From an optimization exercise on the open Yosys and OpenROAD flow, aimed at small area, a short achievable clock period and few clock cycles per item; shortcuts taken in it are not production practice.
Function was checked by simulation only, so behaviour that the tests miss may differ from the original.
Power is estimated from default activity; no workload was simulated.

==> flow/design.v <==
module unpipelined_divider #
(
    parameter N = 32
)
(
    input wire [N-1:0] dividend,
    input wire [N-1:0] divisor,
    input wire start,
    input wire rst,
    input wire clk,
    output wire [N-1:0] quotient,
    output wire [N-1:0] remainder,
    output reg done
);
    reg [N-1:0] rem_reg;    
    reg [N-1:0] dq_reg;     
    reg [4:0]   cnt;        
    reg         busy;
    wire d_nz = |divisor;
    wire sk3 = (|divisor[31:24]) | (d_nz & ~(|dividend[31:8]));
    wire sk2 = (|divisor[31:16]) | (d_nz & ~(|dividend[31:16]));
    wire sk1 = (|divisor[31:8])  | (d_nz & ~(|dividend[31:24]));
    wire [1:0] sh = sk3 ? 2'd3 : sk2 ? 2'd2 : sk1 ? 2'd1 : 2'd0;
    wire [2*N-1:0] load = {{N{1'b0}}, dividend} << {sh, 3'b000};
    wire [N:0] t = {rem_reg, dq_reg[N-1]};
    wire [N-1:0] r_step;
    wire ge;
    div_step #(.N(N)) step (.t(t), .divisor(divisor), .r(r_step), .ge(ge));
    always @(posedge clk) begin
        if (start) begin
            rem_reg <= load[2*N-1:N];
            dq_reg  <= load[N-1:0];
        end else begin
            rem_reg <= r_step;
            dq_reg  <= {dq_reg[N-2:0], ge};
        end
    end
    always @(posedge clk or posedge rst) begin
        if (rst) begin
            busy <= 1'b0;
            done <= 1'b0;
            cnt  <= 5'd0;
        end else begin
            done <= busy && (cnt == 5'd31);
            if (start) begin
                busy <= 1'b1;
                cnt  <= {sh, 3'b000};
            end else if (busy) begin
                cnt <= cnt + 5'd1;
                if (cnt == 5'd31) busy <= 1'b0;
            end
        end
    end
    assign quotient  = dq_reg;
    assign remainder = rem_reg;
endmodule
module div_step #(parameter N = 32) (
    input  wire [N:0]   t,
    input  wire [N-1:0] divisor,
    output wire [N-1:0] r,
    output wire         ge
);
    wire [N-1:0] p = ~(t[N-1:0] ^ divisor);
    wire [N-1:0] g0 = t[N-1:0] & ~divisor;
    wire [N-1:0] gi = {g0[N-1:1], g0[0] | p[0]};
    wire [N-1:0] G [0:5];
    wire [N-1:0] P [0:5];
    assign G[0] = gi;
    assign P[0] = p;
    genvar l, i;
    generate
        for (l = 0; l < 5; l = l + 1) begin : lvl
            for (i = 0; i < N; i = i + 1) begin : bitp
                if ((i >> l) & 1) begin : comb
                    assign G[l+1][i] = G[l][i] | (P[l][i] & G[l][((i >> l) << l) - 1]);
                    assign P[l+1][i] = P[l][i] & P[l][((i >> l) << l) - 1];
                end else begin : pass
                    assign G[l+1][i] = G[l][i];
                    assign P[l+1][i] = P[l][i];
                end
            end
        end
    endgenerate
    wire [N-1:0] cin  = {G[5][N-2:0], 1'b1};
    wire [N-1:0] diff = p ^ cin;
    assign       ge   = t[N] | G[5][N-1];
    assign r = ge ? diff : t[N-1:0];
endmodule
Settings: LEC_CHECK=0, CAP_MARGIN=20, CORE_MARGIN=2, CORE_UTILIZATION=40, CTS_BUF_LIST=sky130_fd_sc_hd__clkbuf_4 sky130_fd_sc_hd__clkbuf_8, SETUP_SLACK_MARGIN=1.25, SLEW_MARGIN=20; clock period 4.0 ns.
standard.sh (not shown) runs the stock make flow with config.mk's settings and CLKGATE_MAP_FILE= SYNTH_SCRIPT=/design/flow/synth_recipe.tcl, a recipe that flattens the netlist after the stock synthesis.
==> flow/flow/run.sh <==
#!/bin/bash
# The standard layout, with the port buffers set to the library's smallest
# plain buffer (buffer_ports otherwise picks a delay cell) and the settings
# below passed to the ORFS make.
set -euo pipefail
export BUFFER_PORTS_ARGS="-buffer_cell sky130_fd_sc_hd__buf_1"

bash standard.sh > standard.log 2>&1
Testbench counts at the start, summed over its fixed seeds: cycles 10,456, items 512.
Change:
- CORE_UTILIZATION: 40 -> 55
- SETUP_SLACK_MARGIN: 1.25 -> 1.0
The new run completed without violations.
Combinational power falls by about a fifth.
Non-clock buffer count falls by 32.
Core utilization rises by 11 points.
Die area falls by a quarter to a third.
Change:
- CORE_UTILIZATION: 55 -> 40
- SETUP_SLACK_MARGIN: 1.0 -> 1.5
Outcome: Total power climbs by 8.6%. Synthesized cell count does not change. Sequential power climbs by about 1%. Wire length climbs by 13%. First-iteration DRC count drops by 3.1%. Maximum frequency is about the same. Combinational power climbs by 24%.
Change:
- SETUP_SLACK_MARGIN: 1.5 -> 0.75
=> The new run completed with no timing, DRC or antenna violations. Power falls by 2.4%. Die area does not change. Routed wire length falls by 10%. Cell area fell by 16%. Fmax falls by 6.5%. Register-to-register slack degrades by 160 ps. Combinational power drops by 22%.
Change:
- CORE_UTILIZATION: 40 -> 55
- PLACE_DENSITY: unset -> 0.8
- SETUP_SLACK_MARGIN: 0.75 -> 1.0
=> The new run finished clean; clock-buffer cell count is unchanged; final area climbs by 1.7%; via count climbs by 5.7%; utilization is higher by 19 points; wire length rose by 1.1%; clock power decreases by 18%; worst hold slack is worse by 3.8 ps; setup slack gains 130 ps; non-clock buffer count increases by 11; synthesized cell count does not change.


Starts from the design.v that is shown in full above.
==> flow/config.mk <==
export PLATFORM = sky130hd
export DESIGN_NAME = unpipelined_divider
export DESIGN_NICKNAME = unpipelined_divider
export VERILOG_FILES = /design/flow/design.v
export SDC_FILE = /design/flow/constraint.sdc
export NUM_CORES = 4
export LEC_CHECK = 0
export CAP_MARGIN = 20
export CORE_MARGIN = 2
export CORE_UTILIZATION = 40
export CTS_BUF_LIST = sky130_fd_sc_hd__clkbuf_4 sky130_fd_sc_hd__clkbuf_8
export SETUP_SLACK_MARGIN = 0.5
export SLEW_MARGIN = 20
==> flow/constraint.sdc <==
create_clock -name core_clock -period 4.0 [get_ports {clk}]
set_input_delay 0.8000 -clock core_clock [delete_from_list [all_inputs] [get_ports {clk}]]
set_output_delay 0.8000 -clock core_clock [all_outputs]
set_load 0.01 [all_outputs]
Scripts as last shown in full above: flow/flow/run.sh
The starting point passed the timing, design-rule and antenna checks.
Testbench counts at the start, summed over its fixed seeds: cycles 10,456, items 512.
Then changed:
- CORE_UTILIZATION: 40 -> 55
- CTS_CLUSTER_DIAMETER: not set -> 200
- CTS_CLUSTER_SIZE: not set -> 40
- SETUP_SLACK_MARGIN: 0.5 -> 1.0
Combinational power increases by about 3%.
Setup slack is better by 0.33 ns.
Synthesized area stays the same.
Cell count decreases by 4.3%.
Maximum frequency increases by 11%.
First-iteration DRC count decreases by 11%.
Via count increases by 1.5%.
Then changed:
- CORE_UTILIZATION: 55 -> 40
- CTS_CLUSTER_DIAMETER: 200 -> not set
- CTS_CLUSTER_SIZE: 40 -> not set
After rerunning: Setup slack is worse by 0.056 ns; utilization fell by 18 points; cell area rose slightly; global-route usage fell by 7.3 points; synthesized cell count is unchanged; area after synthesis is unchanged; combinational power fell slightly; final cell count rose by a few percent; power stays flat.
Then changed:
==> flow/flow/run.sh (replaced) <==
#!/bin/bash
# The standard layout (standard.sh) with two changes:
#  - the final ABC mapping of the standard synthesis uses flow/abc_map.script
#    (ORFS's speed script without its blanket upsizing);
#  - the port buffers are the library's smallest plain buffer (buffer_ports
#    otherwise picks a delay cell).
set -euo pipefail
here=$(pwd)
export FLOW_SYNTH_TCL=$here/synth_recipe.tcl
export MY_ABC_SCRIPT=$here/flow/abc_map.script
export BUFFER_PORTS_ARGS="-buffer_cell sky130_fd_sc_hd__buf_1"
sed "s#SYNTH_SCRIPT=[^ ]*#SYNTH_SCRIPT=$here/flow/my_synth.tcl#" standard.sh > my_standard.sh
grep -q "SYNTH_SCRIPT=$here/flow/my_synth.tcl" my_standard.sh
bash my_standard.sh > standard.log 2>&1
==> flow/flow/abc_map.script (new file) <==
&get -n
&st
&dch
&nf
&st
&syn2
&if -g -K 6
&synch2
&nf
&st
&syn2
&if -g -K 6
&synch2
&nf
&st
&syn2
&if -g -K 6
&synch2
&nf
&st
&syn2
&if -g -K 6
&synch2
&nf
&st
&syn2
&if -g -K 6
&synch2
&nf
&put
buffer -c
topo
stime -c

dnsize -c
==> flow/flow/my_synth.tcl (new file) <==
# The standard flow's synthesis (synth_recipe.tcl, unchanged), except that the final ABC
# technology mapping runs flow/abc_map.script instead of ORFS's speed script
proc abc {args} {
  set i [lsearch -exact $args -script]
  if {$i >= 0} {
    lset args [expr {$i + 1}] $::env(MY_ABC_SCRIPT)
  }
  yosys abc {*}$args
}
source $::env(FLOW_SYNTH_TCL)
- CORE_UTILIZATION: 40 -> 55
Sequential share of layout area is lower by 0.36 points.
Combinational power is higher by about 3%.
Clock-buffer cell count stays the same.
Then changed:
==> flow/flow/run.sh (replaced) <==
#!/bin/bash
# The standard layout, with the port buffers set to the library's smallest
# plain buffer (buffer_ports otherwise picks a delay cell) and the settings
# below passed to the ORFS make.
set -euo pipefail
export BUFFER_PORTS_ARGS="-buffer_cell sky130_fd_sc_hd__buf_1"
export RECOVER_POWER=50
bash standard.sh > standard.log 2>&1
removed: flow/flow/abc_map.script
removed: flow/flow/my_synth.tcl
Outcome: The changed run finished but fails on max-capacitance violations, max-slew violations. Setup slack is better by 0.038 ns. Clock skew rose by 0.010 ns. Final cell count fell slightly. Synthesized area rises by a few percent. Count of clock-buffer cells in the layout came out lower by 1. Register-to-register slack improved by 0.08 ns. Die area went up slightly.
Then changed:
--- a/flow/flow/run.sh
+++ b/flow/flow/run.sh
@@ -6,3 +6,3 @@
 export BUFFER_PORTS_ARGS="-buffer_cell sky130_fd_sc_hd__buf_1"
-export RECOVER_POWER=50
+
 bash standard.sh > standard.log 2>&1
- TNS_END_PERCENT: not set -> 20
Outcome: With this change the flow went through all stages and came out clean. Maximum frequency went down slightly. Die area is unchanged. First-iteration DRC count went down by a quarter to a third. Design area hardly moves. Global-route usage went down by 1.2 points.

-- port drivers added, routing unchanged --
No port has a modelled driver above. Below, the same layouts with a new extraction and two added sets of constraints. Step 1, drivers: a clkbuf_16 drives clk and a buf_2 each remaining input, both assumed. Step 2, shift: input delay + t, output delay - t, t = (earliest + latest rising clock arrival at the registers) / 2. This alone moves slack from input paths to output paths. a / b / c = no drivers / after step 1 / after step 2; a / b = the first two.
run | t, ns | setup slack, ns | worst hold slack (ns) | worst slew at a driven data input, ns | cell pins on the clock port's net
the first run of note 1 | 0.386 | 1.140 / 1.133 / 0.748 | 0.342 / 0.330 / 0.476 | 0.05 | 1
the second run of note 1 | 0.391 | 1.104 / 1.107 / 0.717 | 0.310 / 0.296 / 0.460 | 0.04 | 1
the third run of note 1 | 0.386 | 1.100 / 1.092 / 0.706 | 0.330 / 0.318 / 0.471 | 0.06 | 1
the fourth run of note 1 | 0.385 | 0.899 / 0.907 / 0.522 | 0.331 / 0.321 / 0.471 | 0.04 | 1
the fifth run of note 1 | 0.394 | 1.032 / 1.040 / 0.647 | 0.327 / 0.324 / 0.478 | 0.04 | 1
the first run of note 2 | 0.385 | 0.776 / 0.783 / 0.398 | 0.330 / 0.320 / 0.473 | 0.04 | 1
the second run of note 2 | 0.391 | 1.104 / 1.107 / 0.717 | 0.310 / 0.296 / 0.460 | 0.04 | 1
the third run of note 2 | 0.386 | 1.048 / 1.057 / 0.671 | 0.322 / 0.316 / 0.460 | 0.04 | 1
the fourth run of note 2 | 0.384 | 1.012 / 1.022 / 0.639 | 0.345 / 0.329 / 0.467 | 0.05 | 1
the fifth run of note 2 | 0.393 | 1.050 / 1.064 / 0.671 | 0.309 / 0.294 / 0.463 | 0.04 | 1
the sixth run of note 2 | 0.390 | 1.030 / 1.043 / 0.654 | 0.325 / 0.311 / 0.465 | 0.04 | 1
For the third run of note 1, which loses most, drivers alone change the setup slack by -0.008 ns; drivers and shift together by -0.394 ns.
